Background: an optimization exercise with open tools, aiming at small area, a short achievable clock period and few clock cycles. Do not read the settings as production practice. Where RTL was checked, it was by simulation tests only, not by an equivalence proof against the original. For runs 1, 3 and 4, only the layout was checked, not whether the RTL still works. In every run shown here, the design's own scripts or RTL, not TritonCTS, make the clock network. The clock port is modelled as an ideal driver, which makes a skipped or thinned clock tree look cheaper than it is; a real chip needs a root buffer or a tree. Power is estimated from default activity; no workload was simulated.

[design/flow/design.v]
module calc_crc (
    input [7:0] CRC_I,
    input [7:0] DATA_I,
    output [7:0] CRC_O
);
    assign CRC_O[0] = CRC_I[0] ^ CRC_I[6] ^ CRC_I[7] ^ DATA_I[0] ^ DATA_I[6] ^ DATA_I[7];
    assign CRC_O[1] = CRC_I[0] ^ CRC_I[1] ^ CRC_I[6] ^ DATA_I[0] ^ DATA_I[1] ^ DATA_I[6];
    assign CRC_O[2] = CRC_I[0] ^ CRC_I[1] ^ CRC_I[2] ^ CRC_I[6] ^ DATA_I[0] ^ DATA_I[1] ^ DATA_I[2] ^ DATA_I[6];
    assign CRC_O[3] = CRC_I[1] ^ CRC_I[2] ^ CRC_I[3] ^ CRC_I[7] ^ DATA_I[1] ^ DATA_I[2] ^ DATA_I[3] ^ DATA_I[7];
    assign CRC_O[4] = CRC_I[2] ^ CRC_I[3] ^ CRC_I[4] ^ DATA_I[2] ^ DATA_I[3] ^ DATA_I[4];
    assign CRC_O[5] = CRC_I[3] ^ CRC_I[4] ^ CRC_I[5] ^ DATA_I[3] ^ DATA_I[4] ^ DATA_I[5];
    assign CRC_O[6] = CRC_I[4] ^ CRC_I[5] ^ CRC_I[6] ^ DATA_I[4] ^ DATA_I[5] ^ DATA_I[6];
    assign CRC_O[7] = CRC_I[5] ^ CRC_I[6] ^ CRC_I[7] ^ DATA_I[5] ^ DATA_I[6] ^ DATA_I[7];
endmodule
module AxisCrcChecker(
  input        clock,
  input        reset,
  output       io_AxisSlv_ready,
  input        io_AxisSlv_valid,
  input        io_AxisSlv_bits_Tlast,
  input  [7:0] io_AxisSlv_bits_Tdata,
  input        io_AxisMst_ready,
  output       io_AxisMst_valid,
  output       io_AxisMst_bits_Tlast,
  output [7:0] io_AxisMst_bits_Tdata
);
  localparam N  = 1024;           
  localparam LW = 7;              
  localparam LR = 6;              
  localparam KW = N >> LW;        
  localparam KR = N >> LR;        
  localparam [LR-1:0] RC = {LR{1'b1}};  
  localparam QS = 8;              
  localparam QL = 3;
  reg        in_rdy;
  reg  [1:0] b_cnt;
  wire       rdy_i = ~b_cnt[1];
  wire       acc = io_AxisSlv_valid & rdy_i;
  reg [8:0] bh, bt;               
  wire      b_ne = (b_cnt != 2'd0);
  wire [7:0] w_d = bh[7:0];
  wire       w_l = bh[8];
  reg  [7:0] crc;
  wire [7:0] crc_n;
  calc_crc u_calc_crc (.CRC_I(crc), .DATA_I(w_d), .CRC_O(crc_n));
  wire       w_g = (crc_n == 8'h00);
  reg  [9:0]  wpm;
  reg  [9:0]  rp;
  reg         wfull;
  reg         r_al;               
  reg  [9:0]  pk_len;             
  reg         cur_v;              
  reg  [9:0]  rem;                
  reg         lastb;              
  reg [10:0]   qq [0:QS-1];
  reg [QL-1:0] q_wp, q_rp;
  reg [QL:0]   q_cnt;               
  reg [10:0]   q_head;
  reg          q_ne;
  wire         q_room = ~(q_ne & q_cnt[QL]);
  wire         qq_ne = (q_cnt != 0);
  wire eq     = (rp == wpm);
  wire full   = eq & wfull;
  wire w_al   = (wpm[LW-1:0] == {LW{1'b1}});
  wire wr     = b_ne & w_al & ~full & (~w_l | q_room);
  wire empty  = eq & ~wfull;
  wire hold   = empty & w_al & ~wr;
  wire [9-LW:0] w_tap = wpm[9:LW];    
  reg        credit;              
  wire       rd    = cur_v & r_al & credit;
  wire       next  = ~cur_v | (rd & lastb);
  wire       load  = q_ne & (~cur_v | (rd & lastb & q_head[10]));
  wire       q_push    = wr & w_l;
  wire       q_to_head = q_push & ~qq_ne & (~q_ne | load);
  wire       skip  = q_ne & ~cur_v & ~q_head[10];
  wire [9:0] rp_sk = rp - q_head[9:0];
  reg  [8*N-1:0] ring;
  wire [8*N-1:0] rot = {ring[8*N-9:0], ring[8*N-1:8*N-8]};
  integer k;
  always @(posedge clock) begin
    ring <= rot;
    for (k = 0; k < KW; k = k + 1)
      if (wr && w_tap == k) ring[8*(((k+1)<<LW) % N) +: 8] <= w_d;
  end
  wire [8*KR-1:0] taps;
  genvar g;
  generate
    for (g = 0; g < KR; g = g + 1) begin : g_tap
      assign taps[8*g +: 8] = ring[8*((g<<LR)+RC) +: 8];
    end
  endgenerate
  wire [7:0] x_d = taps[8*rp[9:LR] +: 8];
  wire       x_l = lastb;
  wire       x_v = rd;
  always @(posedge clock) begin
    if (b_cnt == 2'd0 || (b_cnt == 2'd1 && wr)) bh <= {io_AxisSlv_bits_Tlast, io_AxisSlv_bits_Tdata};
    else if (b_cnt[1] && wr) bh <= bt;
    if (b_cnt == 2'd1 && ~wr || b_cnt[1] && wr) bt <= {io_AxisSlv_bits_Tlast, io_AxisSlv_bits_Tdata};
  end
  wire [1:0] b_cnt_n = {~wr & (b_cnt[1] | (b_cnt[0] & acc)),
                        (b_cnt[1] & wr) | (b_cnt[0] & (acc ~^ wr)) | (~b_cnt[1] & ~b_cnt[0] & acc)};
  always @(posedge clock) begin
    if (q_push & ~q_to_head) qq[q_wp] <= {w_g, pk_len};
    if (q_to_head) q_head <= {w_g, pk_len};
    else if (load & qq_ne) q_head <= qq[q_rp];
  end
  reg rst_q;
  always @(posedge clock) begin
    rst_q <= reset;
    in_rdy <= reset | wr | ~(b_cnt[1] | (b_cnt[0] & io_AxisSlv_valid));
    if (reset) begin
      b_cnt <= 2'd0;
    end else begin
      b_cnt <= b_cnt_n;
    end
  end
  always @(posedge clock) begin
    if (rst_q) begin
      wpm <= 10'd1023;
      wfull <= 1'b0;
      rp <= 10'd1023;
      r_al <= 1'b1;
      pk_len <= 10'd0;
      cur_v <= 1'b0;
      rem <= 10'd0;
      lastb <= 1'b0;
      crc <= 8'hff;
      q_wp <= 0; q_rp <= 0; q_cnt <= 0; q_ne <= 1'b0;
    end else begin
      if (wr) crc <= w_l ? 8'hff : crc_n;
      if (wr) begin
        pk_len <= w_l ? 10'd0 : pk_len + 10'd1;
      end else if (~hold) wpm <= wpm + 10'd1;
      if (q_push & ~q_to_head) q_wp <= q_wp + 1'b1;
      if (load & qq_ne) q_rp <= q_rp + 1'b1;
      q_cnt <= q_cnt + (q_push & ~q_to_head) - (load & qq_ne);
      q_ne <= q_push | qq_ne | (q_ne & ~load);
      if (next) cur_v <= load & q_head[10];
      if (load) begin
        rem <= q_head[9:0];
        lastb <= (q_head[9:0] == 10'd0);
      end else if (rd) begin
        rem <= rem - 10'd1;
        lastb <= (rem == 10'd1);
      end
      if (wr) wfull <= 1'b1;
      else if (rd | skip) wfull <= 1'b0;
      if (skip) begin
        rp <= rp_sk;
        r_al <= (rp_sk[LR-1:0] == RC);
      end else if (~rd & ~hold) begin
        rp <= rp + 10'd1;
        r_al <= (rp[LR-1:0] == RC - 1'b1);
      end
    end
  end
  reg [8:0] oq0, oq1;
  reg       oq_wp, oq_rp;
  reg [1:0] oq_cnt;
  reg       o_v;
  reg [7:0] o_d;
  reg       o_l;
  wire       oq_ne  = (oq_cnt != 2'd0);
  wire [8:0] x_e    = {x_l, x_d};
  wire [8:0] e_rp   = oq_rp ? oq1 : oq0;
  wire [8:0] e_rp1  = oq_rp ? oq0 : oq1;
  wire [1:0] cnt_h  = oq_cnt + x_v;
  wire [8:0] nh_h   = oq_ne ? e_rp : x_e;
  wire [1:0] cnt_p  = oq_cnt + x_v - oq_ne;
  wire [8:0] nh_p   = oq_cnt[1] ? e_rp1 : x_e;
  always @(posedge clock) begin
    if (x_v & ~oq_wp) oq0 <= x_e;
    if (x_v &  oq_wp) oq1 <= x_e;
    {o_l, o_d} <= io_AxisMst_ready ? nh_p : nh_h;
    o_v <= ~reset & ~rst_q & (io_AxisMst_ready ? (cnt_p != 2'd0) : (cnt_h != 2'd0));
    if (rst_q) begin
      oq_wp <= 1'b0; oq_rp <= 1'b0; oq_cnt <= 2'd0;
      credit <= 1'b0;
    end else begin
      if (x_v) oq_wp <= ~oq_wp;
      if (io_AxisMst_ready & oq_ne) oq_rp <= ~oq_rp;
      oq_cnt <= io_AxisMst_ready ? cnt_p : cnt_h;
      credit <= io_AxisMst_ready ? ~cnt_p[1] : ~cnt_h[1];
    end
  end
  assign io_AxisSlv_ready      = in_rdy;
  assign io_AxisMst_valid      = o_v;
  assign io_AxisMst_bits_Tdata = o_d;
  assign io_AxisMst_bits_Tlast = o_l;
endmodule
[design/flow/flow/run.sh]
#!/bin/bash
# Standard layout with these changes:
#  - the pins of each AXI4-Stream port are kept together (pins.tcl), and every
#    port gets a fast buffer (buf_4) instead of the default choice; timing
#    repair aims below the 15 ns constraint;
#  - during global placement, each flip-flop that drives an output port is
#    held next to its pin (placeio_early.tcl, unfix.tcl); after placement each
#    output port's buffer and its flip-flop are moved next to the pin
#    (placeio.tcl);
#  - after clock tree synthesis, the clock tree is rebuilt as a balanced tree
#    of four levels of inverters, the top level's four cells on the clock port
#    (ctree.tcl, ctree_build.tcl).
set -euo pipefail
export BUFFER_PORTS_ARGS="-buffer_cell sky130_fd_sc_hd__buf_4"
export SETUP_SLACK_MARGIN=11
export PRE_IO_PLACEMENT_TCL=$PWD/flow/pins.tcl
export PLACE_PINS_ARGS="-min_distance 8"
RES=orfs/results/$FLOW_PLATFORM/AxisCrcChecker/base
bash standard.sh $PWD/$RES/3_2_place_iop.odb > standard_iop.log 2>&1
openroad -no_init -exit flow/placeio_early.tcl > placeio_early.log 2>&1
bash standard.sh $PWD/$RES/3_3_place_gp.odb > standard_gp.log 2>&1
openroad -no_init -exit flow/unfix.tcl > unfix.log 2>&1
bash standard.sh place > standard_place.log 2>&1
openroad -no_init -exit flow/placeio.tcl > placeio.log 2>&1
bash standard.sh cts > standard_cts.log 2>&1
openroad -no_init -exit flow/ctree.tcl > ctree.log 2>&1
bash standard.sh > standard_finish.log 2>&1
[design/flow/flow/ctree.tcl]
# Replace the clock tree that clock tree synthesis built with a balanced tree
# of inverters (see ctree_build.tcl), then legalize the placement.
set res orfs/results/$::env(FLOW_PLATFORM)/AxisCrcChecker/base
read_db $res/4_cts.odb
source flow/ctree_build.tcl
detailed_placement
check_placement -verbose
write_db $res/4_cts.odb
[design/flow/flow/ctree_build.tcl]
# Replace the clock tree with a balanced tree of inverters built by recursive
# bisection of the clock sinks.  Levels (top to bottom): L1 (on the port, 4
# cells), L2, L3, L4 (leaves, at most F4 sinks each).  An even number of
# inverting levels keeps the clock's polarity.
proc env_or {name def} { if {[info exists ::env($name)]} { return $::env($name) } { return $def } }
set F4 [env_or CT_F4 30]
set F3 [env_or CT_F3 4]
set N2 [env_or CT_N2 4]
set M1 [env_or CT_M1 sky130_fd_sc_hd__inv_16]
set M2 [env_or CT_M2 sky130_fd_sc_hd__clkinv_16]
set M3 [env_or CT_M3 sky130_fd_sc_hd__inv_12]
set M4 [env_or CT_M4 sky130_fd_sc_hd__clkinv_8]
set H4 [expr {[env_or CT_H4 1e9] * [[ord::get_db_block] getDbUnitsPerMicron]}]

set block [ord::get_db_block]
set db [ord::get_db]
set port [$block findBTerm clock]
set pnet [$port getNet]

set sinks {}
set dead_insts {}
set dead_nets {}
proc walk {net} {
  global sinks dead_insts dead_nets
  foreach it [$net getITerms] {
    if {![$it isInputSignal]} { continue }
    set inst [$it getInst]
    set m [[$inst getMaster] getName]
    if {[string match "*__clkbuf_*" $m] || [string match "*__clkinv_*" $m] || [string match "*__buf_*" $m] || [string match "*__inv_*" $m]} {
      lappend dead_insts $inst
      foreach o [$inst getITerms] {
        if {[$o isOutputSignal]} { set on [$o getNet]; if {$on ne "NULL"} { lappend dead_nets $on; walk $on } }
      }
    } else {
      lappend sinks $it
    }
  }
}
walk $pnet
puts "ctree: [llength $sinks] sinks, removing [llength $dead_insts] buffers"
set pts {}
foreach it $sinks {
  set xy [$it getAvgXY]
  if {[lindex $xy 0] == 0} {
    set loc [[$it getInst] getLocation]
    set xy [list 1 [lindex $loc 0] [lindex $loc 1]]
  }
  lappend pts [list [lindex $xy 1] [lindex $xy 2] $it]
  $it disconnect
}
foreach inst $dead_insts {
  foreach it [$inst getITerms] { if {[$it getNet] ne "NULL"} { $it disconnect } }
  odb::dbInst_destroy $inst
}
foreach n $dead_nets { odb::dbNet_destroy $n }

proc split_pts {items m} {
  if {$m <= 1 || [llength $items] <= 1} { return [list $items] }
  set m1 [expr {$m / 2}]
  set m2 [expr {$m - $m1}]
  set xs {}; set ys {}
  foreach p $items { lappend xs [lindex $p 0]; lappend ys [lindex $p 1] }
  set xs [lsort -integer $xs]; set ys [lsort -integer $ys]
  set dx [expr {[lindex $xs end] - [lindex $xs 0]}]
  set dy [expr {[lindex $ys end] - [lindex $ys 0]}]
  set idx [expr {$dx >= $dy ? 0 : 1}]
  set s [lsort -integer -index $idx $items]
  set n [llength $s]
  set cut [expr {int(round(double($n) * $m1 / $m))}]
  if {$cut < 1} { set cut 1 }
  if {$cut > $n - 1} { set cut [expr {$n - 1}] }
  return [concat [split_pts [lrange $s 0 [expr {$cut - 1}]] $m1] [split_pts [lrange $s $cut end] $m2]]
}
proc hpwl {items} {
  set xs {}; set ys {}
  foreach p $items { lappend xs [lindex $p 0]; lappend ys [lindex $p 1] }
  set xs [lsort -integer $xs]; set ys [lsort -integer $ys]
  return [expr {[lindex $xs end] - [lindex $xs 0] + [lindex $ys end] - [lindex $ys 0]}]
}
# split a group of sinks into leaves of at most F4 sinks whose spread is at most H4
proc leaf_groups {items} {
  global F4 H4
  set nl [expr {int(ceil(double([llength $items]) / $F4))}]
  set out {}
  foreach g [split_pts $items $nl] {
    if {[llength $g] > 1 && [hpwl $g] > $H4} {
      set out [concat $out [split_pts $g 2]]
    } else {
      lappend out $g
    }
  }
  return $out
}
proc centroid {items} {
  set sx 0.0; set sy 0.0
  foreach p $items { set sx [expr {$sx + [lindex $p 0]}]; set sy [expr {$sy + [lindex $p 1]}] }
  set n [llength $items]
  return [list [expr {int($sx / $n)}] [expr {int($sy / $n)}]]
}
set cnt 0
# make an inverter of master m at (x, y) driving the given iterms; returns {x y inputITerm}
proc make_inv {mname lvl x y loads} {
  global block db cnt
  set master [$db findMaster $mname]
  incr cnt
  set inst [odb::dbInst_create $block $master "ctinv_${lvl}_$cnt"]
  set w [$master getWidth]; set h [$master getHeight]
  $inst setLocation [expr {$x - $w / 2}] [expr {$y - $h / 2}]
  $inst setPlacementStatus PLACED
  set net [odb::dbNet_create $block "ctnet_${lvl}_$cnt"]
  $net setSigType CLOCK
  [$inst findITerm Y] connect $net
  foreach it $loads { $it connect $net }
  return [list $x $y [$inst findITerm A]]
}
set l1items {}
foreach g1 [split_pts $pts 4] {
  set l2items {}
  foreach g2 [split_pts $g1 $N2] {
    set nleaf [expr {int(ceil(double([llength $g2]) / $F4))}]
    set n3 [expr {int(ceil(double($nleaf) / $F3))}]
    set l3items {}
    foreach g3 [split_pts $g2 $n3] {
      set l4items {}
      foreach g4 [leaf_groups $g3] {
        set c [centroid $g4]
        set loads {}
        foreach p $g4 { lappend loads [lindex $p 2] }
        lappend l4items [make_inv $M4 4 [lindex $c 0] [lindex $c 1] $loads]
      }
      set c [centroid $l4items]
      set loads {}
      foreach p $l4items { lappend loads [lindex $p 2] }
      lappend l3items [make_inv $M3 3 [lindex $c 0] [lindex $c 1] $loads]
    }
    set c [centroid $l3items]
    set loads {}
    foreach p $l3items { lappend loads [lindex $p 2] }
    lappend l2items [make_inv $M2 2 [lindex $c 0] [lindex $c 1] $loads]
  }
  set c [centroid $l2items]
  set loads {}
  foreach p $l2items { lappend loads [lindex $p 2] }
  set r [make_inv $M1 1 [lindex $c 0] [lindex $c 1] $loads]
  [lindex $r 2] connect $pnet
}
puts "ctree: built $cnt inverters"
[design/flow/flow/pins.tcl]
# Keep each AXI4-Stream port's pins together, in order, so that the logic on
# either side of the design sits next to one group of pins.
set_io_pin_constraint -group -order -pin_names {io_AxisMst_ready io_AxisMst_valid io_AxisMst_bits_Tlast io_AxisMst_bits_Tdata[0] io_AxisMst_bits_Tdata[1] io_AxisMst_bits_Tdata[2] io_AxisMst_bits_Tdata[3] io_AxisMst_bits_Tdata[4] io_AxisMst_bits_Tdata[5] io_AxisMst_bits_Tdata[6] io_AxisMst_bits_Tdata[7]}
set_io_pin_constraint -group -order -pin_names {reset io_AxisSlv_ready io_AxisSlv_valid io_AxisSlv_bits_Tlast io_AxisSlv_bits_Tdata[0] io_AxisSlv_bits_Tdata[1] io_AxisSlv_bits_Tdata[2] io_AxisSlv_bits_Tdata[3] io_AxisSlv_bits_Tdata[4] io_AxisSlv_bits_Tdata[5] io_AxisSlv_bits_Tdata[6] io_AxisSlv_bits_Tdata[7]}
[design/flow/flow/placeio.tcl]
# Move each output port's buffer next to its pin, and the flip-flop that
# feeds only that buffer next to the buffer; then legalize the placement.
set res orfs/results/$::env(FLOW_PLATFORM)/AxisCrcChecker/base
read_db $res/3_place.odb
set block [ord::get_db_block]
set core [$block getCoreArea]
set cx0 [$core xMin]; set cy0 [$core yMin]; set cx1 [$core xMax]; set cy1 [$core yMax]
proc driver_of {net} {
  foreach it [$net getITerms] { if {[$it isOutputSignal]} { return $it } }
  return ""
}
proc clamp {v lo hi} { return [expr {$v < $lo ? $lo : ($v > $hi ? $hi : $v)}] }
set moved 0
foreach bt [$block getBTerms] {
  if {[$bt getIoType] ne "OUTPUT"} { continue }
  set net [$bt getNet]
  set bit [driver_of $net]
  if {$bit eq ""} { continue }
  set buf [$bit getInst]
  # pin centre, pulled inside the core
  set bb [[lindex [$bt getBPins] 0] getBBox]
  set px [expr {([$bb xMin] + [$bb xMax]) / 2}]
  set py [expr {([$bb yMin] + [$bb yMax]) / 2}]
  set w [[$buf getMaster] getWidth]
  set h [[$buf getMaster] getHeight]
  set bx [clamp [expr {$px - $w / 2}] $cx0 [expr {$cx1 - $w}]]
  set by [clamp [expr {$py - $h / 2}] $cy0 [expr {$cy1 - $h}]]
  $buf setLocation $bx $by
  $buf setPlacementStatus PLACED
  incr moved
  set inet ""
  foreach it [$buf getITerms] { if {[$it isInputSignal]} { set inet [$it getNet] } }
  if {$inet eq ""} { continue }
  set fit [driver_of $inet]
  if {$fit eq ""} { continue }
  set ff [$fit getInst]
  set m [[$ff getMaster] getName]
  if {![string match "*__df*" $m] && ![string match "*__edf*" $m]} { continue }
  if {[llength [$inet getITerms]] != 2} { continue }
  $ff setLocation $bx $by
  $ff setPlacementStatus PLACED
  puts "moved [$buf getName] and [$ff getName] ($m) to the pin of [$bt getName]"
  incr moved
}
puts "moved $moved cells"
detailed_placement
check_placement -verbose
write_db $res/3_place.odb
[design/flow/flow/placeio_early.tcl]
# Before global placement: fix each flip-flop that drives an output port (and
# nothing else) at a legal site next to that port's pin, so that placement
# builds the logic that feeds it around it.
if {![info exists res]} { set res orfs/results/$::env(FLOW_PLATFORM)/AxisCrcChecker/base }
read_db $res/3_2_place_iop.odb
set block [ord::get_db_block]
set rows [$block getRows]
set site [[lindex $rows 0] getSite]
set sw [$site getWidth]
set rh [$site getHeight]
# row origins
set rys {}
foreach r $rows { lappend rys [list [lindex [$r getOrigin] 1] $r] }
set rys [lsort -integer -index 0 $rys]
proc nearest_row {y} {
  global rys
  set best ""; set bd 1e18
  foreach ry $rys { set d [expr {abs([lindex $ry 0] - $y)}]; if {$d < $bd} { set bd $d; set best [lindex $ry 1] } }
  return $best
}
# occupied x ranges per row (for the cells placed here)
array set used {}
set fixed 0
foreach bt [$block getBTerms] {
  if {[$bt getIoType] ne "OUTPUT"} { continue }
  set net [$bt getNet]
  if {[llength [$net getITerms]] != 1} { continue }
  set it [lindex [$net getITerms] 0]
  if {![$it isOutputSignal]} { continue }
  set ff [$it getInst]
  set m [$ff getMaster]
  if {![string match "*__df*" [$m getName]]} { continue }
  set bb [[lindex [$bt getBPins] 0] getBBox]
  set px [expr {([$bb xMin] + [$bb xMax]) / 2}]
  set py [expr {([$bb yMin] + [$bb yMax]) / 2}]
  set row [nearest_row $py]
  set rb [$row getBBox]
  set ry [lindex [$row getOrigin] 1]
  set w [$m getWidth]
  # x: as close to the pin as the row allows, on the site grid, clear of cells placed here
  set x [expr {$px - $w / 2}]
  if {$x < [$rb xMin] + 4 * $sw} { set x [expr {[$rb xMin] + 4 * $sw}] }
  if {$x > [$rb xMax] - $w - 4 * $sw} { set x [expr {[$rb xMax] - $w - 4 * $sw}] }
  set x0 [lindex [$row getOrigin] 0]
  set x [expr {$x0 + (($x - $x0) / $sw) * $sw}]
  set key $ry
  if {![info exists used($key)]} { set used($key) {} }
  # step away from the pin until the span is free
  set ok 0
  for {set k 0} {$k < 200 && !$ok} {incr k} {
    foreach dir {1 -1} {
      set xx [expr {$x + $dir * $k * $sw}]
      set clash 0
      foreach u $used($key) { if {$xx < [lindex $u 1] && $xx + $w > [lindex $u 0]} { set clash 1; break } }
      if {!$clash && $xx >= [$rb xMin] && $xx + $w <= [$rb xMax]} { set x $xx; set ok 1; break }
    }
  }
  lappend used($key) [list $x [expr {$x + $w}]]
  $ff setLocation $x $ry
  $ff setOrient [$row getOrient]
  $ff setPlacementStatus FIRM
  puts "fixed [$ff getName] ([$m getName]) at [expr {$x / 1000.0}] [expr {$ry / 1000.0}] for [$bt getName]"
  incr fixed
}
puts "fixed $fixed flip-flops"
write_db $res/3_2_place_iop.odb
[design/flow/flow/unfix.tcl]
# After global placement, release the flip-flops fixed by placeio_early.tcl so
# that detailed placement can legalize them.
set res orfs/results/$::env(FLOW_PLATFORM)/AxisCrcChecker/base
read_db $res/3_3_place_gp.odb
foreach inst [[ord::get_db_block] getInsts] {
  if {[$inst getPlacementStatus] eq "FIRM" && [string match "*__df*" [[$inst getMaster] getName]]} {
    $inst setPlacementStatus PLACED
    puts "released [$inst getName]"
  }
}
write_db $res/3_3_place_gp.odb
[design/flow/standard.sh]
#!/bin/bash
# synth_recipe.tcl (not shown) runs the flow's synth.tcl, then flattens the netlist and writes it again
# the make line also repeats each setting of config.mk as NAME=value (left out here)
make -C /OpenROAD-flow-scripts/flow DESIGN_CONFIG=/design/flow/config.mk WORK_HOME=/design/flow/orfs CLKGATE_MAP_FILE= SYNTH_SCRIPT=/design/flow/synth_recipe.tcl "${@:-finish}"
[design/flow/config.mk]
export PLATFORM = sky130hd
export DESIGN_NAME = AxisCrcChecker
export DESIGN_NICKNAME = AxisCrcChecker
export VERILOG_FILES = /design/flow/design.v
export SDC_FILE = /design/flow/constraint.sdc
export NUM_CORES = 8
export LEC_CHECK = 0
export CAP_MARGIN = 40
export CORE_MARGIN = 2
export CORE_UTILIZATION = 60
export CTS_BUF_LIST = sky130_fd_sc_hd__clkbuf_16
export CTS_CLUSTER_DIAMETER = 100
export CTS_CLUSTER_SIZE = 30
export PLACE_DENSITY = 0.7
export SLEW_MARGIN = 40
export SYNTH_MEMORY_MAX_BITS = 16384
[design/flow/constraint.sdc]
create_clock -name core_clock -period 15.0 [get_ports {clock}]
set_input_delay 3.0000 -clock core_clock [delete_from_list [all_inputs] [get_ports {clock}]]
set_output_delay 3.0000 -clock core_clock [all_outputs]
set_load 0.01 [all_outputs]
==> results of run 1 <==
kinds of logic after synthesis:
kind of cell	share of synthesized area [%]
compound gates	0.4126
xor+xnor	0.3619
fa+ha+maj	0.1938
buf+inv	0.2066
flops	96.67
mux	1.441
simple gates	0.7175
layout make-up:
type	instances	area, um^2
inverter	448	7176
clock inverter	2	47.55
fill	19230	103300
antenna	10	25.02
sequential	8412	169800
timing repair buffer	37	326.6
tap	3900	4880
multi-input combinational	614	5600
synthesized netlist by cell type (all sizes together) (3+ instances only):
library cell | instances | area [um^2]
inv | 27 | 101.4
mux2 | 74 | 874.6
mux2i | 26 | 260.3
and3 | 12 | 75.07
a211oi | 8 | 60.06
a21o | 7 | 52.55
mux4 | 62 | 1396
nand2 | 51 | 191.4
nand4 | 9 | 56.30
a31oi | 6 | 37.54
o21a | 3 | 22.52
a311oi | 7 | 61.31
o21ai | 24 | 120.1
xor2 | 22 | 192.7
nor4 | 17 | 106.4
nand3 | 18 | 90.09
a21oi | 39 | 198.9
buf | 22 | 128.9
a41oi | 3 | 26.28
ha | 24 | 300.3
nand4b | 5 | 43.79
dfxtp | 8277 | 165700
nor3b | 4 | 30.03
xnor2 | 48 | 420.4
or3 | 4 | 25.02
o211ai | 3 | 22.52
clkbuf | 34 | 128.9
edfxtp | 135 | 4054
or2 | 3 | 18.77
and4 | 6 | 52.55
nor3 | 19 | 95.09
nor4b | 4 | 50.05
and2 | 5 | 31.28
nor2b | 8 | 50.05
nor2 | 65 | 244.0
power groups by stage:
stage	Sequential [mW]	Combinational [mW]	Clock, mW
2_1_floorplan	23.3	0.644	0
3_3_place_gp	23.4	0.797	0
3_5_place_dp	23.4	0.806	0
4_1_cts	22.9	0.820	10.3
5_1_grt	23.0	0.904	9.77
6_report	22.9	0.822	8.67
per-stage QoR:
stage,power [mW],std cells,setup slack (ns)
after floorplan,23.95,9110,11.06
final,32.43,13420,11.17
after global routing,33.66,13410,11.01
after detailed placement,24.25,12990,10.72
after CTS,34.04,13360,10.53
after global placement,24.23,12990,10.69
worst max path at each step:
stage	startpoint	endpoint	cells past startpoint
after floorplan	io_AxisMst_ready	o_l	4
after global placement	io_AxisMst_ready	o_d[7]	4
after detailed placement	io_AxisMst_ready	o_d[6]	4
after CTS	o_d[5]	io_AxisMst_bits_Tdata[5]	1
after global routing	rp[6]	q_cnt[2]	12
final	o_d[1]	io_AxisMst_bits_Tdata[1]	1
flip-flops by register name, indices dropped and copies added (netlist names), 2 cells and up, named ones only:
name    count
ring     8192
qq         88
q_head     11
pk_len     10
rem        10
rp         10
wpm        10
bh          9
bt          9
oq0         9
oq1         9
crc         8
o_d         8
q_cnt       4
q_rp        3
q_wp        3
b_cnt       2
oq_cnt      2
what timing repair did:
item                                    in CTS  in global routing
resized for setup                           22                  3
gates cloned                                 0                  0
endpoints found under the setup margin      14                  3
pin swaps                                    0                  0
routing by layer:
metal | share of wire, % | global-route usage, % | up-vias
li1 | - | - | 29120
met1 | 55 | 21.27 | 26730
met2 | 38 | 17.58 | 801
met3 | 4.2 | 2.445 | 390
met4 | 2.7 | 4.274 | 0
met5 | 0 | 0 | -
==> impl_metrics.toml, run 1 <==
[run_status]
status = "finished clean"

[clocking]
clock_latency_ns = 0.40
cts_setup_buffers = 0
numClockSinks = 8412
postCtsHoldBufs = 0
clk_pin_slew_ns = 0.09

[route]
wl_per_cell_um = 14.71
drt_pass1_iterations = 4
detail_route.drc_violations = 0
detailroute.via_count = 57040
drt-initial-drc-count = 2894
detail-route-antenna-nets = 0
wirelength_mm = 197.5
vias_per_instance = 4.250

[global_route]
grt_antenna_before_repair = 25
grt_util_all_layers_pct = 13.12
grt.overflow.total = 0
number_of_global_route_vias_before_repair = 56120
grt_start_max_net_pins = 49
grt_first_pass_wirelength_mm = 304.7

[critical_path]
worstRegToRegCells = 12
crit_family = "flip-flops"
worstPathRequired_ns = 12.00
critical_path.reg2reg.endpoint = "q_cnt[2]"
arrival_ns = 0.83
slowest_delay_ns = 0.33
worst-r2r-setup-slack_ns = 11.18
critical_path.startpoint_type = "flop"
regToRegStartpoint = "rp[6]"
timing.setup.critical_path_class = "flop to primary output"
critical_path.n_buffers_inverters = 1
cp_slowest_cell = "sky130_fd_sc_hd__dfxtp_2"
timing.critical_path.cells = "buf_6"
end_kind = "primary output"
crit_path_max_fanout = 1

[power_and_ir_drop]
power_report.internal_total_mw = 24.37
swShare_pct = 24.86
max-vdd-ir-drop_mv = 0.1375
cellLeakagePower_nw = 73.29
seq_power_share_pct = 70.7
power.clock.fraction_pct = 26.7
power_density_nw_per_um2 = 172.7
comb_power_share_pct = 2.5
power.net_switching_mw = 8.064

[die]
initial_cell_density_of_the_core_pct = 60.33
area_of_the_placeable_core_um2 = 291100
placementRows = 198
design.portCount = 24
die_h_um = 545.0
fp.dieW_um = 545.0
dieArea_um2 = 297000

[sta]
setup_viol = 0
tns_ns = 0
final_clock_period_utilization_by_the_worst_path_pct = 25.53
worstMarginPinSlew_ns = 0.8801
timing.final.crit_period_ns = 3.829
max_freq_mhz = 261.2
slew_viol_final = 0
grt_setup_unrepaired = "false"
fin_worst_skew_ns = 0.01700
maxSlewHeadroom_pct = 41.01
hold_violations = 0
hold_slack_ns = 0.3180

[placed_design]
numPortBuffers = 23
post-dp-hpwl_mm = 111.7
dpl_cell_area_um2 = 180600
gp_routability_congestion = 0.7949

[synthesis]
ys_ff_latch = 8412
async_reset_ff_share_pct = 0
number_of_flops_mapped_to_enable_cells_by_yosys = 135
post_synthesis_sequential_area_ratio_pct = 96.67
synth_nets = 9149
synthesized_instance_count = 9110
synthFlopType = "sky130_fd_sc_hd__dfxtp_1"
netlist_area_before_placement_um2 = 175600
syn-mean-instance-area_um2 = 19.28
synthesis.yosys.warnings = 1
synth_cell_types = 67

[flow_run]
max_cap_viol_count = 0

[worst_hold_path]
hold_depth = 0
endpoint_of_the_worst_hold_path = "ring[5751]"
min_path_type = "flop to flop"
holdCritStartpoint = "ring[5743]"

[finish]
numnets_final = 9552
area_growth_syn_to_layout_pct = 6.957
design_area_um2 = 187800
post_route_cells_drive_above_1_share_pct = 6.623
utilization_pct = 64.52
most-common-layout-cells = "sky130_fd_sc_hd__dfxtp_1 (8,264), sky130_fd_sc_hd__clkinv_8 (320), sky130_fd_sc_hd__edfxtp_1 (135)"
commonest_non_fill_non_tap_cell_in_the_layout = "sky130_fd_sc_hd__dfxtp_1"
==> run 2: changes to the inputs <==
--- a/design/flow/design.v
+++ b/design/flow/design.v
@@ -71,7 +71,7 @@
   wire       next  = ~cur_v | (rd & lastb);
-  wire       load  = q_ne & (~cur_v | (rd & lastb & q_head[10]));
+  wire       load  = next & q_ne;
   wire       q_push    = wr & w_l;
   wire       q_to_head = q_push & ~qq_ne & (~q_ne | load);
-  wire       skip  = q_ne & ~cur_v & ~q_head[10];
-  wire [9:0] rp_sk = rp - q_head[9:0];
+  wire       skip  = load & ~q_head[10];
+  wire [9:0] rp_sk = rp - q_head[9:0] - rd;
   reg  [8*N-1:0] ring;
==> impl_metrics.toml, run 2 <==
[critical_path]
critical_path.n_buffers_inverters = 1
timing.setup.critical_path_class = "flop to primary output"
cp_slowest_cell = "sky130_fd_sc_hd__dfxtp_1"
worstRegToRegCells = 8
end_kind = "primary output"
arrival_ns = 0.84
regToRegStartpoint = "credit"
worst-r2r-setup-slack_ns = 11.45
crit_family = "flip-flops"
crit_path_max_fanout = 1
worstPathRequired_ns = 12.00
critical_path.startpoint_type = "flop"
critical_path.reg2reg.endpoint = "rp[8]"
timing.critical_path.cells = "buf_6"
slowest_delay_ns = 0.34

[route]
drt-initial-drc-count = 3156
vias_per_instance = 4.275
wirelength_mm = 203.9
detailroute.via_count = 57730
wl_per_cell_um = 15.10
detail-route-antenna-nets = 0
detail_route.drc_violations = 0
drt_pass1_iterations = 4

[die]
placementRows = 198
dieArea_um2 = 298100
design.portCount = 24
fp.dieW_um = 545.9
area_of_the_placeable_core_um2 = 291600
die_h_um = 545.9
initial_cell_density_of_the_core_pct = 60.44

[power_and_ir_drop]
max-vdd-ir-drop_mv = 0.1385
post-layout-total-power_mw = 32.53
cellLeakagePower_nw = 73.42
power_density_nw_per_um2 = 172.7

[global_route]
grt_first_pass_wirelength_mm = 314.4
number_of_global_route_vias_before_repair = 57050
grt_start_max_net_pins = 42
grt_antenna_before_repair = 34
grt_util_all_layers_pct = 13.44
grt.overflow.total = 0

[sta]
maxSlewHeadroom_pct = 45.81
max_freq_mhz = 260.7
tns_ns = 0
grt_setup_unrepaired = "false"
hold_violations = 0
worstMarginPinSlew_ns = 0.8109
setup_ws_ns = 11.16
fin_worst_skew_ns = 0.02513
final_clock_period_utilization_by_the_worst_path_pct = 25.57
setup_viol = 0
slew_viol_final = 0
timing.final.crit_period_ns = 3.835

[worst_hold_path]
min_path_type = "flop to flop"
holdCritStartpoint = "ring[6331]"
endpoint_of_the_worst_hold_path = "ring[6339]"
hold_depth = 0

[synthesis]
synthFlopType = "sky130_fd_sc_hd__dfxtp_1"
synth.largest_area_cell = "sky130_fd_sc_hd__dfxtp_1"
syn-mean-instance-area_um2 = 19.17
async_reset_ff_share_pct = 0
ys_top_cells_by_area = "sky130_fd_sc_hd__dfxtp_1 (94%), sky130_fd_sc_hd__edfxtp_1 (2.3%), sky130_fd_sc_hd__mux4_2 (0.79%)"
ys_ff_latch = 8412
synthesis.yosys.warnings = 1
synthesized_instance_count = 9192
netlist_area_before_placement_um2 = 176200
synth_top_cells_by_count = "sky130_fd_sc_hd__dfxtp_1 (8,277), sky130_fd_sc_hd__edfxtp_1 (135), sky130_fd_sc_hd__mux2_2 (75)"
synthMostInstantiatedCell = "sky130_fd_sc_hd__dfxtp_1"
synth_nets = 9239
post_synthesis_sequential_area_ratio_pct = 96.33
synth_largest_type_area_fraction_pct = 94.03
number_of_flops_mapped_to_enable_cells_by_yosys = 135
synth_cell_types = 73

[clocking]
cts_setup_buffers = 0
clock_latency_ns = 0.41
clk_pin_slew_ns = 0.10
postCtsHoldBufs = 0
numClockSinks = 8412

[flow_run]
max_cap_viol_count = 0

[finish]
layoutNonFillerInstCount = 13500
register_with_the_most_flip_flops = "ring"
most-common-layout-cells = "sky130_fd_sc_hd__dfxtp_1 (8,270), sky130_fd_sc_hd__clkinv_8 (320), sky130_fd_sc_hd__edfxtp_1 (135)"
area_growth_syn_to_layout_pct = 6.927
seq_area_um2 = 169800
design_area_um2 = 188400
post_route_cells_drive_above_1_share_pct = 6.662
numnets_final = 9640
biggestRegsByFlops = "ring: 8192 flops, qq: 88 flops, q_head: 11 flops"
filler_cell_count = 19390
largest_register_ffs = 8192
area_used_by_multi_input_combinational_logic_um2 = 6133
commonest_non_fill_non_tap_cell_in_the_layout = "sky130_fd_sc_hd__dfxtp_1"

[placed_design]
place_worst_setup_slack_ns = 10.67
post-dp-hpwl_mm = 116.6
dpl_cell_area_um2 = 181300
placedCellCount = 13070
numPortBuffers = 23
gp_routability_congestion = 0.7874

[run_status]
status = "finished clean"
[run 2: cell count changes after synthesis, sizes merged, moves of 10 or more]
cell,before,now
nand2,51,36
buf,22,32
nand3,18,39
or4,1,15
inv,27,41
nor3,19,39
xnor2,48,32
o31ai,0,14
[run 2: what timing repair did]
| item | CTS | global route |
|---|---|---|
| hold endpoints to repair | 0 | 0 |
| setup endpoints to repair | 11 | 0 |
| gates resized for setup | 12 | 0 |
[run 2: worst max path at each step]
stage          cells past startpoint                        to        startpoint
6_report                           1     io_AxisMst_bits_Tlast               o_l
5_1_grt                            1  io_AxisMst_bits_Tdata[1]            o_d[1]
4_1_cts                            1          io_AxisSlv_ready            in_rdy
3_5_place_dp                       4                    o_d[3]  io_AxisMst_ready
3_3_place_gp                       4                    o_d[1]  io_AxisMst_ready
2_1_floorplan                      4                       o_l  io_AxisMst_ready
[run 2: power breakdown]
part           total (mW)  internal, mW  switching, mW
Clock                8.68          1.28           7.39
Combinational       0.926         0.399          0.528
Sequential           22.9          22.7          0.228
[run 2: cell type report]
cell class	count	share of cell area, %
diodes	12	0.01594
clock inverters	1	0.01594
inverters	462	3.834
multi-input cells	675	3.255
flip-flops and latches	8412	90.09
well taps	3900	2.590
repair buffers	42	0.1972
[run 2: metal layers]
metal | vias to the layer above | share of wire [%] | track usage [%]
met5 | - | 0.014 | 0
met4 | 4 | 2.8 | 4.590
met3 | 426 | 4.1 | 2.592
met2 | 746 | 38 | 18.24
met1 | 27070 | 55 | 21.44
li1 | 29480 | - | -
[run 2: kinds of logic after synthesis]
group | count (synthesis) | share of synthesized area [%]
XOR/XNOR | 59 | 0.3131
AND/OR/NAND/NOR | 271 | 0.8641
flip-flops | 8412 | 96.33
AO/OA/AOI/OAI | 143 | 0.5403
multiplexers | 168 | 1.448
adder cells (fa/ha/maj) | 34 | 0.2542
buffers and inverters | 105 | 0.2528
[run 2: through the flow]
stage,hold WS [ns],util (%)
after CTS,0.3036,65.19
after detailed placement,0.3121,62.16
final,0.3152,64.62
after global placement,0.3097,62.13
after floorplan,0.3096,-
after global routing,0.3163,64.61
Testbench counts of run 2, summed over its fixed seeds: cycles 46,598.
==> run 3: changes to the inputs <==
--- a/design/flow/design.v
+++ b/design/flow/design.v
@@ -48,3 +48,3 @@
   reg  [9:0]  rp;
-  reg         wfull;
+  reg  [10:0] occ;
   reg         r_al;               
@@ -61,7 +61,6 @@
   wire         qq_ne = (q_cnt != 0);
-  wire eq     = (rp == wpm);
-  wire full   = eq & wfull;
+  wire full   = occ[10];
   wire w_al   = (wpm[LW-1:0] == {LW{1'b1}});
   wire wr     = b_ne & w_al & ~full & (~w_l | q_room);
-  wire empty  = eq & ~wfull;
+  wire empty  = (occ == 11'd0);
   wire hold   = empty & w_al & ~wr;
@@ -71,7 +70,7 @@
   wire       next  = ~cur_v | (rd & lastb);
-  wire       load  = next & q_ne;
+  wire       load  = q_ne & (~cur_v | (rd & lastb & q_head[10]));
   wire       q_push    = wr & w_l;
   wire       q_to_head = q_push & ~qq_ne & (~q_ne | load);
-  wire       skip  = load & ~q_head[10];
-  wire [9:0] rp_sk = rp - q_head[9:0] - rd;
+  wire       skip  = q_ne & ~cur_v & ~q_head[10];
+  wire [9:0] rp_sk = rp - q_head[9:0];
   reg  [8*N-1:0] ring;
@@ -119,3 +118,3 @@
       wpm <= 10'd1023;
-      wfull <= 1'b0;
+      occ <= 11'd0;
       rp <= 10'd1023;
@@ -145,4 +144,3 @@
       end
-      if (wr) wfull <= 1'b1;
-      else if (rd | skip) wfull <= 1'b0;
+      occ <= occ + wr - rd - (skip ? {1'b0, q_head[9:0]} + 11'd1 : 11'd0);
       if (skip) begin
==> impl_metrics.toml, run 3 <==
[run_status]
status = "finished clean"

[sta]
fin_worst_skew_ns = 0.05197
final_clock_period_utilization_by_the_worst_path_pct = 25.66
slew_viol_final = 0
setup_viol = 0
maxSlewHeadroom_pct = 46.40
hold_violations = 0
worstMarginPinSlew_ns = 0.7981
tns_ns = 0
timing.final.crit_period_ns = 3.850
max_freq_mhz = 259.8
grt_setup_unrepaired = "false"

[die]
fp.dieW_um = 546.5
initial_cell_density_of_the_core_pct = 60.20
area_of_the_placeable_core_um2 = 293300
dieArea_um2 = 298600
design.portCount = 24
die_h_um = 546.5
placementRows = 199

[global_route]
grt_start_max_net_pins = 52
grt.overflow.total = 0
grt_antenna_before_repair = 21
number_of_global_route_vias_before_repair = 57870
grt_util_all_layers_pct = 13.81
grt_first_pass_wirelength_mm = 322.7

[clocking]
clk_pin_slew_ns = 0.09
numClockSinks = 8422
postCtsHoldBufs = 0
clock_latency_ns = 0.42

[route]
wirelength_mm = 208.5
detailroute.via_count = 57840
detail-route-antenna-nets = 0
drt-initial-drc-count = 3099
vias_per_instance = 4.264
drt_pass1_iterations = 5
wl_per_cell_um = 15.37
detail_route.drc_violations = 0

[synthesis]
synthesized_instance_count = 9227
synth.largest_area_cell = "sky130_fd_sc_hd__dfxtp_1"
synthFlopType = "sky130_fd_sc_hd__dfxtp_1"
synth_largest_type_area_fraction_pct = 93.96
netlist_area_before_placement_um2 = 176600
ys_ff_latch = 8422
syn-mean-instance-area_um2 = 19.14
synthMostInstantiatedCell = "sky130_fd_sc_hd__dfxtp_1"
number_of_flops_mapped_to_enable_cells_by_yosys = 135
synth_top_cells_by_count = "sky130_fd_sc_hd__dfxtp_1 (8,287), sky130_fd_sc_hd__edfxtp_1 (135), sky130_fd_sc_hd__nor2_1 (75)"
ys_top_cells_by_area = "sky130_fd_sc_hd__dfxtp_1 (94%), sky130_fd_sc_hd__edfxtp_1 (2.3%), sky130_fd_sc_hd__mux4_2 (0.79%)"
synthesis.yosys.warnings = 1
synth_cell_types = 66
async_reset_ff_share_pct = 0
post_synthesis_sequential_area_ratio_pct = 96.26
synth_nets = 9296

[power_and_ir_drop]
max-vdd-ir-drop_mv = 0.1520
power_density_nw_per_um2 = 173.1
cellLeakagePower_nw = 73.74

[critical_path]
crit_path_max_fanout = 1
worstPathRequired_ns = 12.00
critical_path.n_buffers_inverters = 1
end_kind = "primary output"
worst-r2r-setup-slack_ns = 11.29
slowest_delay_ns = 0.33
critical_path.reg2reg.endpoint = "occ[9]"
cp_slowest_cell = "sky130_fd_sc_hd__dfxtp_2"
worstRegToRegCells = 14
critical_path.startpoint_type = "flop"
arrival_ns = 0.85
regToRegStartpoint = "cur_v"
timing.critical_path.cells = "buf_6"
timing.setup.critical_path_class = "flop to primary output"
crit_family = "flip-flops"

[finish]
filler_cell_count = 19590
numnets_final = 9703
area_growth_syn_to_layout_pct = 6.970
largest_register_ffs = 8192
biggestRegsByFlops = "ring: 8192 flops, qq: 88 flops"
most-common-layout-cells = "sky130_fd_sc_hd__dfxtp_1 (8,271), sky130_fd_sc_hd__clkinv_8 (320), sky130_fd_sc_hd__edfxtp_1 (135)"
post_route_cells_drive_above_1_share_pct = 6.684
commonest_non_fill_non_tap_cell_in_the_layout = "sky130_fd_sc_hd__dfxtp_1"
register_with_the_most_flip_flops = "ring"
design_area_um2 = 188900

[worst_hold_path]
min_path_type = "flop to flop"
endpoint_of_the_worst_hold_path = "ring[2783]"
hold_depth = 0
holdCritStartpoint = "ring[2775]"

[placed_design]
post-dp-hpwl_mm = 119.7
dpl_cell_area_um2 = 181600
gp_routability_congestion = 0.7703
numPortBuffers = 23

[flow_run]
max_cap_viol_count = 0
==> run 3: changes by cell type after synthesis, moves of 11 or more <==
cell	previous run	this run
sky130_fd_sc_hd__nand2_1	35	69
sky130_fd_sc_hd__ha_1	31	51
sky130_fd_sc_hd__nor2_1	56	75
sky130_fd_sc_hd__inv_1	41	57
sky130_fd_sc_hd__nor3_1	37	21
sky130_fd_sc_hd__a21oi_1	34	20
sky130_fd_sc_hd__nand3_1	38	24
sky130_fd_sc_hd__or4_1	14	0
sky130_fd_sc_hd__xor2_1	24	38
sky130_fd_sc_hd__o31ai_1	13	0
sky130_fd_sc_hd__o21ai_0	29	40
==> run 3: how the worst max path moves through the flow <==
| stage | from | end | slack, ns | cells past startpoint |
|---|---|---|---|---|
| after floorplan | io_AxisMst_ready | o_l | 11.07 | 4 |
| after global placement | io_AxisMst_ready | o_d[0] | 10.75 | 4 |
| after detailed placement | io_AxisMst_ready | o_d[7] | 10.74 | 4 |
| after CTS | o_d[2] | io_AxisMst_bits_Tdata[2] | 10.51 | 1 |
| after global routing | cur_v | occ[9] | 11.01 | 14 |
| final | o_d[5] | io_AxisMst_bits_Tdata[5] | 11.15 | 1 |
==> run 3: where the power goes <==
group / internal [mW] / switching, mW
clock: 1.30 / 7.42
combinational: 0.456 / 0.599
sequential: 22.7 / 0.216
total: 24.5 / 8.24
==> run 3: stage by stage <==
step | cells | hold slack (ns) | utilization (%) | setup slack [ns] | power, mW
global placement | 13130 | 0.3095 | 61.89 | 10.75 | 24.44
CTS | 13500 | 0.2898 | 64.95 | 10.51 | 34.36
detailed placement | 13130 | 0.3121 | 61.92 | 10.74 | 24.46
floorplan | 9227 | 0.3096 | - | 11.07 | 24.11
global route | 13550 | 0.3205 | 64.39 | 11.01 | 33.94
finish | 13560 | 0.3138 | 64.39 | 11.15 | 32.69
==> run 3: cells by family (layout without fill, tap and decap cells) <==
kind of cell | after synthesis | after routing | synth area share, %
AOI/OAI and AO/OA | 124 | 124 | 0.4656
adders and majority gates | 56 | 56 | 0.4181
DFF | 8422 | 8422 | 96.26
xor gates and xnor gates | 81 | 81 | 0.4061
and+or+nand+nor | 275 | 275 | 0.8114
other | 0 | 9 | 0
muxes | 161 | 161 | 1.405
buffers and inverters | 108 | 516 | 0.2381
==> run 3: cell type report <==
type | count | area [um^2] | area share, %
diodes | 9 | 22.52 | 0.01192
clock inverters | 3 | 65.06 | 0.03445
inverters | 479 | 7296 | 3.863
multi-input cells | 697 | 6296 | 3.334
flip-flops and latches | 8422 | 170000 | 90.00
well taps | 3919 | 4903 | 2.596
repair buffers | 34 | 311.5 | 0.1650
==> run 3: routing by layer <==
metal,GRT usage [%],vias up,part of all wire [%]
met4,4.627,0,3.2
met1,20.94,27170,52
met3,2.382,437,3.3
li1,-,29500,-
met2,20.23,731,41
met5,0,-,0
==> run 3: repair_timing <==
action	4_1_cts	5_1_grt
resized for setup	23	4
setup endpoints to repair	12	3
buffers inserted	0	0
pin swaps	0	1
==> run 4: changes to the inputs <==
--- a/design/flow/design.v
+++ b/design/flow/design.v
@@ -48,3 +48,3 @@
   reg  [9:0]  rp;
-  reg  [10:0] occ;
+  reg         wfull;
   reg         r_al;               
@@ -61,6 +61,7 @@
   wire         qq_ne = (q_cnt != 0);
-  wire full   = occ[10];
+  wire eq     = (rp == wpm);
+  wire full   = eq & wfull;
   wire w_al   = (wpm[LW-1:0] == {LW{1'b1}});
   wire wr     = b_ne & w_al & ~full & (~w_l | q_room);
-  wire empty  = (occ == 11'd0);
+  wire empty  = eq & ~wfull;
   wire hold   = empty & w_al & ~wr;
@@ -118,3 +119,3 @@
       wpm <= 10'd1023;
-      occ <= 11'd0;
+      wfull <= 1'b0;
       rp <= 10'd1023;
@@ -144,3 +145,4 @@
       end
-      occ <= occ + wr - rd - (skip ? {1'b0, q_head[9:0]} + 11'd1 : 11'd0);
+      if (wr) wfull <= 1'b1;
+      else if (rd | skip) wfull <= 1'b0;
       if (skip) begin
@@ -154,4 +156,3 @@
   end
-  reg [8:0] oq0, oq1;
-  reg       oq_wp, oq_rp;
+  reg [8:0] o_s;
   reg [1:0] oq_cnt;
@@ -162,11 +163,8 @@
   wire [8:0] x_e    = {x_l, x_d};
-  wire [8:0] e_rp   = oq_rp ? oq1 : oq0;
-  wire [8:0] e_rp1  = oq_rp ? oq0 : oq1;
   wire [1:0] cnt_h  = oq_cnt + x_v;
-  wire [8:0] nh_h   = oq_ne ? e_rp : x_e;
+  wire [8:0] nh_h   = oq_ne ? {o_l, o_d} : x_e;
   wire [1:0] cnt_p  = oq_cnt + x_v - oq_ne;
-  wire [8:0] nh_p   = oq_cnt[1] ? e_rp1 : x_e;
+  wire [8:0] nh_p   = oq_cnt[1] ? o_s : x_e;
   always @(posedge clock) begin
-    if (x_v & ~oq_wp) oq0 <= x_e;
-    if (x_v &  oq_wp) oq1 <= x_e;
+    if (~oq_cnt[1]) o_s <= x_e;
     {o_l, o_d} <= io_AxisMst_ready ? nh_p : nh_h;
@@ -174,7 +172,5 @@
     if (rst_q) begin
-      oq_wp <= 1'b0; oq_rp <= 1'b0; oq_cnt <= 2'd0;
+      oq_cnt <= 2'd0;
       credit <= 1'b0;
     end else begin
-      if (x_v) oq_wp <= ~oq_wp;
-      if (io_AxisMst_ready & oq_ne) oq_rp <= ~oq_rp;
       oq_cnt <= io_AxisMst_ready ? cnt_p : cnt_h;
==> impl_metrics.toml, run 4 <==
[route]
drt-initial-drc-count = 3018
detail_route.drc_violations = 0
wirelength_mm = 210.0
detailroute.via_count = 56960
vias_per_instance = 4.253
wl_per_cell_um = 15.68
drt_pass1_iterations = 5
detail-route-antenna-nets = 0

[synthesis]
number_of_flops_mapped_to_enable_cells_by_yosys = 126
ys_ff_latch = 8401
synthesis.yosys.warnings = 1
async_reset_ff_share_pct = 0
synthFlopType = "sky130_fd_sc_hd__dfxtp_1"
post_synthesis_sequential_area_ratio_pct = 96.61
synth_nets = 9123
synth_largest_type_area_fraction_pct = 94.45
synthMostInstantiatedCell = "sky130_fd_sc_hd__dfxtp_1"
netlist_area_before_placement_um2 = 175400
synth.largest_area_cell = "sky130_fd_sc_hd__dfxtp_1"
ys_top_cells_by_area = "sky130_fd_sc_hd__dfxtp_1 (94%), sky130_fd_sc_hd__edfxtp_1 (2.2%), sky130_fd_sc_hd__mux4_2 (0.80%)"
synthesized_instance_count = 9084
synth_cell_types = 71
syn-mean-instance-area_um2 = 19.31
synth_top_cells_by_count = "sky130_fd_sc_hd__dfxtp_1 (8,275), sky130_fd_sc_hd__edfxtp_1 (126), sky130_fd_sc_hd__mux2_2 (78)"

[finish]
most-common-layout-cells = "sky130_fd_sc_hd__dfxtp_1 (8,268), sky130_fd_sc_hd__clkinv_8 (320), sky130_fd_sc_hd__edfxtp_1 (126)"
utilization_pct = 64.48
biggestRegsByFlops = "ring: 8192 flops, qq: 88 flops, q_head: 11 flops"
register_with_the_most_flip_flops = "ring"
numnets_final = 9529
commonest_non_fill_non_tap_cell_in_the_layout = "sky130_fd_sc_hd__dfxtp_1"
area_growth_syn_to_layout_pct = 6.929
post_route_cells_drive_above_1_share_pct = 6.933
largest_register_ffs = 8192
layoutNonFillerInstCount = 13390
filler_cell_count = 19410
design_area_um2 = 187500

[global_route]
grt_start_max_net_pins = 47
grt_util_all_layers_pct = 14.01
grt_first_pass_wirelength_mm = 316.8
grt.overflow.total = 0
number_of_global_route_vias_before_repair = 56430
grt_antenna_before_repair = 30

[critical_path]
arrival_ns = 0.95
worstPathRequired_ns = 12.00
critical_path.n_buffers_inverters = 1
crit_path_max_fanout = 1
critical_path.startpoint_type = "flop"
timing.setup.critical_path_class = "flop to primary output"
cp_slowest_cell = "sky130_fd_sc_hd__edfxtp_1"
crit_family = "flip-flops"
slowest_delay_ns = 0.42
end_kind = "primary output"
timing.critical_path.cells = "buf_6"

[die]
die_h_um = 544.7
area_of_the_placeable_core_um2 = 290800
placementRows = 198
initial_cell_density_of_the_core_pct = 60.31
design.portCount = 24
fp.dieW_um = 544.7
dieArea_um2 = 296700

[power_and_ir_drop]
power_density_nw_per_um2 = 172.7
cellLeakagePower_nw = 73.09
post-layout-total-power_mw = 32.40
max-vdd-ir-drop_mv = 0.1646

[sta]
hold_violations = 0
maxSlewHeadroom_pct = 38.13
final_clock_period_utilization_by_the_worst_path_pct = 26.33
slew_viol_final = 0
timing.final.crit_period_ns = 3.949
worstMarginPinSlew_ns = 0.9280
setup_ws_ns = 11.05
grt_setup_unrepaired = "false"
setup_viol = 0
hold_slack_ns = 0.3063
tns_ns = 0
fin_worst_skew_ns = 0.05501
max_freq_mhz = 253.2

[placed_design]
post-dp-hpwl_mm = 125.4
placedCellCount = 12970
gp_routability_congestion = 0.7913
place_worst_setup_slack_ns = 10.93
numPortBuffers = 23
dpl_cell_area_um2 = 180300

[clocking]
numClockSinks = 8401
postCtsHoldBufs = 0
clk_pin_slew_ns = 0.09
clock_latency_ns = 0.43

[run_status]
status = "finished clean"

[flow_run]
max_cap_viol_count = 0

[worst_hold_path]
min_path_type = "flop to flop"
## run 4: final timing paths
check	endpoint	from	cells after the start	slack, ns
hold / removal	ring[5617]	ring[5609]	0	0.31
setup reg to reg	q_cnt[1]	cur_v	10	11.44
hold reg to reg	ring[5617]	ring[5609]	0	0.31
setup / recovery	io_AxisMst_bits_Tdata[5]	o_d[5]	1	11.05
## run 4: where the power goes
| group | switching, mW | total, mW | leakage, nW | internal [mW] |
|---|---|---|---|---|
| Sequential | 0.230 | 22.9 | 67.8 | 22.7 |
| Clock | 7.39 | 8.69 | 3.04 | 1.30 |
| Combinational | 0.449 | 0.807 | 2.30 | 0.358 |
| Total | 8.07 | 32.4 | 73.1 | 24.3 |
## run 4: per-layer routing
layer | part of all wire, % | wire length, um | vias to the layer above | GRT usage [%]
met1 | 51 | 106100 | 26720 | 20.25
met3 | 3.9 | 8166 | 449 | 2.717
met4 | 3.0 | 6342 | 6 | 4.489
met2 | 43 | 89290 | 754 | 21.47
li1 | - | - | 29030 | -
met5 | 0.019 | 40 | - | 0
## run 4: logic make-up after synthesis
group	after synthesis	share of synthesized area, %
compound gates	93	0.3503
xor+xnor	73	0.3767
fa+ha+maj	26	0.1940
buf+inv	75	0.1876
flops	8401	96.61
mux	171	1.519
simple gates	245	0.7655
## run 4: layout make-up
type                    count  area (um^2)  share of cell area [%]
clock inverters             3        67.56                 0.03603
well taps                3900         4880                   2.602
diodes                      3        7.507                0.004003
multi-input cells         608         5692                   3.035
inverters                 445         7161                   3.818
flip-flops and latches   8401       169500                   90.35
repair buffers             34        289.0                  0.1541
## run 4: what timing repair did
item / CTS / global route
buffers inserted: 0 / 0
endpoints found under the hold margin: 0 / 0
setup endpoints to repair: 11 / 0
resized for setup: 11 / 0
==> run 5: changes to the inputs <==
--- a/design/flow/design.v
+++ b/design/flow/design.v
@@ -64,3 +64,3 @@
   wire w_al   = (wpm[LW-1:0] == {LW{1'b1}});
-  wire wr     = b_ne & w_al & ~full & (~w_l | q_room);
+  wire wr     = b_ne & w_al & (~full | rd | skip) & (~w_l | q_room);
   wire empty  = eq & ~wfull;
@@ -69,5 +69,9 @@
   reg        credit;              
-  wire       rd    = cur_v & r_al & credit;
-  wire       next  = ~cur_v | (rd & lastb);
-  wire       load  = q_ne & (~cur_v | (rd & lastb & q_head[10]));
+  wire       head_good = q_ne & q_head[10];
+  wire       h_one = (q_head[9:0] == 10'd0);
+  wire       rd_c  = cur_v & r_al & credit;
+  wire       rd_l  = ~cur_v & head_good & r_al & credit;
+  wire       rd    = rd_c | rd_l;
+  wire       next  = ~cur_v | (rd_c & lastb);
+  wire       load  = q_ne & (~cur_v | (rd_c & lastb & q_head[10]));
   wire       q_push    = wr & w_l;
@@ -92,3 +96,3 @@
   wire [7:0] x_d = taps[8*rp[9:LR] +: 8];
-  wire       x_l = lastb;
+  wire       x_l = cur_v ? lastb : h_one;
   wire       x_v = rd;
@@ -137,6 +141,9 @@
       q_ne <= q_push | qq_ne | (q_ne & ~load);
-      if (next) cur_v <= load & q_head[10];
-      if (load) begin
+      if (next) cur_v <= load & q_head[10] & ~(rd_l & h_one);
+      if (load & rd_l) begin
+        rem <= q_head[9:0] - 10'd1;
+        lastb <= (q_head[9:0] == 10'd1);
+      end else if (load) begin
         rem <= q_head[9:0];
-        lastb <= (q_head[9:0] == 10'd0);
+        lastb <= h_one;
       end else if (rd) begin
@@ -156,3 +163,4 @@
   end
-  reg [8:0] o_s;
+  reg [8:0] oq0, oq1;
+  reg       oq_wp, oq_rp;
   reg [1:0] oq_cnt;
@@ -163,8 +171,11 @@
   wire [8:0] x_e    = {x_l, x_d};
+  wire [8:0] e_rp   = oq_rp ? oq1 : oq0;
+  wire [8:0] e_rp1  = oq_rp ? oq0 : oq1;
   wire [1:0] cnt_h  = oq_cnt + x_v;
-  wire [8:0] nh_h   = oq_ne ? {o_l, o_d} : x_e;
+  wire [8:0] nh_h   = oq_ne ? e_rp : x_e;
   wire [1:0] cnt_p  = oq_cnt + x_v - oq_ne;
-  wire [8:0] nh_p   = oq_cnt[1] ? o_s : x_e;
+  wire [8:0] nh_p   = oq_cnt[1] ? e_rp1 : x_e;
   always @(posedge clock) begin
-    if (~oq_cnt[1]) o_s <= x_e;
+    if (x_v & ~oq_wp) oq0 <= x_e;
+    if (x_v &  oq_wp) oq1 <= x_e;
     {o_l, o_d} <= io_AxisMst_ready ? nh_p : nh_h;
@@ -172,5 +183,7 @@
     if (rst_q) begin
-      oq_cnt <= 2'd0;
+      oq_wp <= 1'b0; oq_rp <= 1'b0; oq_cnt <= 2'd0;
       credit <= 1'b0;
     end else begin
+      if (x_v) oq_wp <= ~oq_wp;
+      if (io_AxisMst_ready & oq_ne) oq_rp <= ~oq_rp;
       oq_cnt <= io_AxisMst_ready ? cnt_p : cnt_h;
==> impl_metrics.toml, run 5 <==
[run_status]
status = "finished clean"

[global_route]
grt.overflow.total = 0
grt_start_max_net_pins = 50
grt_first_pass_wirelength_mm = 314.3
grt_antenna_before_repair = 20
grt_util_all_layers_pct = 13.39
number_of_global_route_vias_before_repair = 57130

[flow_run]
max_cap_viol_count = 0

[critical_path]
critical_path.reg2reg.endpoint = "q_cnt[2]"
crit_path_max_fanout = 1
end_kind = "primary output"
worst-r2r-setup-slack_ns = 11.50
arrival_ns = 0.84
critical_path.startpoint_type = "flop"
worstPathRequired_ns = 12.00
regToRegStartpoint = "rp[6]"
timing.critical_path.cells = "buf_6"
critical_path.n_buffers_inverters = 1
worstRegToRegCells = 12
timing.setup.critical_path_class = "flop to primary output"
crit_family = "flip-flops"
slowest_delay_ns = 0.34
cp_slowest_cell = "sky130_fd_sc_hd__dfxtp_1"

[route]
vias_per_instance = 4.261
detail-route-antenna-nets = 0
detail_route.drc_violations = 0
wl_per_cell_um = 15.04
wirelength_mm = 202.9
drt_pass1_iterations = 5
drt-initial-drc-count = 3109
detailroute.via_count = 57480

[die]
die_h_um = 545.8
fp.dieW_um = 545.8
placementRows = 198
area_of_the_placeable_core_um2 = 291600
dieArea_um2 = 297900
design.portCount = 24
initial_cell_density_of_the_core_pct = 60.40

[finish]
numnets_final = 9620
layoutNonFillerInstCount = 13490
commonest_non_fill_non_tap_cell_in_the_layout = "sky130_fd_sc_hd__dfxtp_1"
design_area_um2 = 188300
area_growth_syn_to_layout_pct = 6.896
post_route_cells_drive_above_1_share_pct = 6.534
utilization_pct = 64.57
filler_cell_count = 19360
register_with_the_most_flip_flops = "ring"
most-common-layout-cells = "sky130_fd_sc_hd__dfxtp_1 (8,269), sky130_fd_sc_hd__clkinv_8 (320), sky130_fd_sc_hd__edfxtp_1 (135)"
biggestRegsByFlops = "ring: 8192 flops, qq: 88 flops, q_head: 11 flops"
largest_register_ffs = 8192

[clocking]
clock_latency_ns = 0.44
cts_setup_buffers = 0
numClockSinks = 8412
clk_pin_slew_ns = 0.09

[synthesis]
synthesis.yosys.warnings = 1
synthFlopType = "sky130_fd_sc_hd__dfxtp_1"
ys_ff_latch = 8412
synth_cell_types = 84
post_synthesis_sequential_area_ratio_pct = 96.38
synthMostInstantiatedCell = "sky130_fd_sc_hd__dfxtp_1"
synth_top_cells_by_count = "sky130_fd_sc_hd__dfxtp_1 (8,277), sky130_fd_sc_hd__edfxtp_1 (135), sky130_fd_sc_hd__nor2_1 (77)"
netlist_area_before_placement_um2 = 176100
synth_largest_type_area_fraction_pct = 94.08
ys_top_cells_by_area = "sky130_fd_sc_hd__dfxtp_1 (94%), sky130_fd_sc_hd__edfxtp_1 (2.3%), sky130_fd_sc_hd__mux4_2 (0.79%)"
synth.largest_area_cell = "sky130_fd_sc_hd__dfxtp_1"
number_of_flops_mapped_to_enable_cells_by_yosys = 135
async_reset_ff_share_pct = 0
synthesized_instance_count = 9178
syn-mean-instance-area_um2 = 19.19
synth_nets = 9219

[sta]
grt_setup_unrepaired = "false"
max_freq_mhz = 260.1
setup_ws_ns = 11.16
final_clock_period_utilization_by_the_worst_path_pct = 25.63
hold_violations = 0
slew_viol_final = 0
maxSlewHeadroom_pct = 45.76
tns_ns = 0
worstMarginPinSlew_ns = 0.8135
fin_worst_skew_ns = 0.05684
hold_slack_ns = 0.2981
setup_viol = 0
timing.final.crit_period_ns = 3.845

[power_and_ir_drop]
seq_power_share_pct = 70.6
cellLeakagePower_nw = 73.44
max-vdd-ir-drop_mv = 0.1156
power_report.internal_total_mw = 24.34
power_density_nw_per_um2 = 172.5
swShare_pct = 25.05
comb_power_share_pct = 2.6
post-layout-total-power_mw = 32.47
power.clock.fraction_pct = 26.8
power.net_switching_mw = 8.134

[worst_hold_path]
hold_depth = 0
endpoint_of_the_worst_hold_path = "ring[2212]"
holdCritStartpoint = "ring[2204]"
min_path_type = "flop to flop"

[placed_design]
place_worst_setup_slack_ns = 10.88
dpl_cell_area_um2 = 181100
gp_routability_congestion = 0.7961
placedCellCount = 13060
numPortBuffers = 23
post-dp-hpwl_mm = 115.1
==> run 5: final cells by class <==
type | instances | area (um^2) | area share [%]
antenna | 11 | 27.53 | 0.01462
clock inverter | 3 | 40.04 | 0.02127
inverter | 453 | 7192 | 3.820
multi-input combinational | 676 | 6056 | 3.217
sequential | 8412 | 169800 | 90.17
tap | 3900 | 4880 | 2.592
timing repair buffer | 36 | 311.5 | 0.1655
==> run 5: cell families after synthesis <==
group	after synthesis	synth area share [%]
flip-flops	8412	96.38
AND/OR/NAND/NOR	291	0.8944
XOR/XNOR	71	0.3609
adder cells (fa/ha/maj)	28	0.2074
buffers and inverters	90	0.2252
multiplexers	161	1.459
AO/OA/AOI/OAI	125	0.4703
==> run 5: how the worst max path moves through the flow <==
stage | cells past startpoint | startpoint | slack, ns | to
after floorplan | 5 | io_AxisMst_ready | 11.07 | o_d[7]
after global placement | 6 | rp[9] | 10.81 | qq[2][5]
after detailed placement | 4 | io_AxisMst_ready | 10.88 | o_d[0]
after CTS | 1 | in_rdy | 10.54 | io_AxisSlv_ready
after global routing | 1 | o_d[1] | 11.11 | io_AxisMst_bits_Tdata[1]
final | 1 | o_d[2] | 11.16 | io_AxisMst_bits_Tdata[2]
==> run 5: power by group through the flow <==
| stage | clock (mW) | combinational [mW] | sequential (mW) |
|---|---|---|---|
| floorplan | 0 | 0.706 | 23.3 |
| global placement | 0 | 0.836 | 23.4 |
| detailed placement | 0 | 0.851 | 23.4 |
| CTS | 10.4 | 0.861 | 22.9 |
| global route | 9.79 | 0.940 | 23.0 |
| finish | 8.69 | 0.857 | 22.9 |
==> run 5: routing by layer <==
layer / share of wire [%] / GRT usage [%] / vias to the layer above
met5: 0 / 0 / -
met4: 3.0 / 4.611 / 0
met3: 3.4 / 2.116 / 413
met2: 38 / 18.34 / 759
met1: 55 / 21.54 / 26930
li1: - / - / 29380
==> run 5: timing repair <==
| item | CTS | global route |
|---|---|---|
| endpoints found under the setup margin | 11 | 0 |
| hold buffers | 0 | 0 |
| gates resized for setup | 14 | 0 |
Testbench counts of run 5, summed over its fixed seeds: cycles 46,406.

[port drivers added, routing unchanged]
How much do the figures lean on ideal ports? The routed layouts below were timed once more, with nothing changed but the port constraints.
Step 1 assumes that a clkbuf_16 drives the clock port and a buf_2 every other input.
Step 2 adds t to the input delays and takes it off the output delays; t is the mean of the earliest and latest rising clock arrival at the registers after step 1. Input paths then give back, and output paths get back, about the clock's delay inside the block.
a / b / c = ideal / step 1 / step 2; a / b = the first two.
run	t (ns)	setup WS [ns]	hold slack, ns	worst data-port slew with drivers (ns)
run 1	0.673	11.171 / 10.882 / 10.985	0.318 / 0.319 / 0.319	0.05
run 2	0.681	11.165 / 10.875 / 10.880	0.315 / 0.315 / 0.315	0.04
run 3	0.688	11.150 / 10.859 / 10.858	0.314 / 0.312 / 0.312	0.05
run 4	0.688	11.051 / 10.764 / 10.868	0.306 / 0.305 / 0.305	0.03
run 5	0.696	11.155 / 10.866 / 10.893	0.298 / 0.297 / 0.297	0.05
After both steps every run listed still meets setup and hold. For run 3, which loses most, drivers alone change the setup slack by -0.291 ns; drivers and shift together by -0.292 ns.
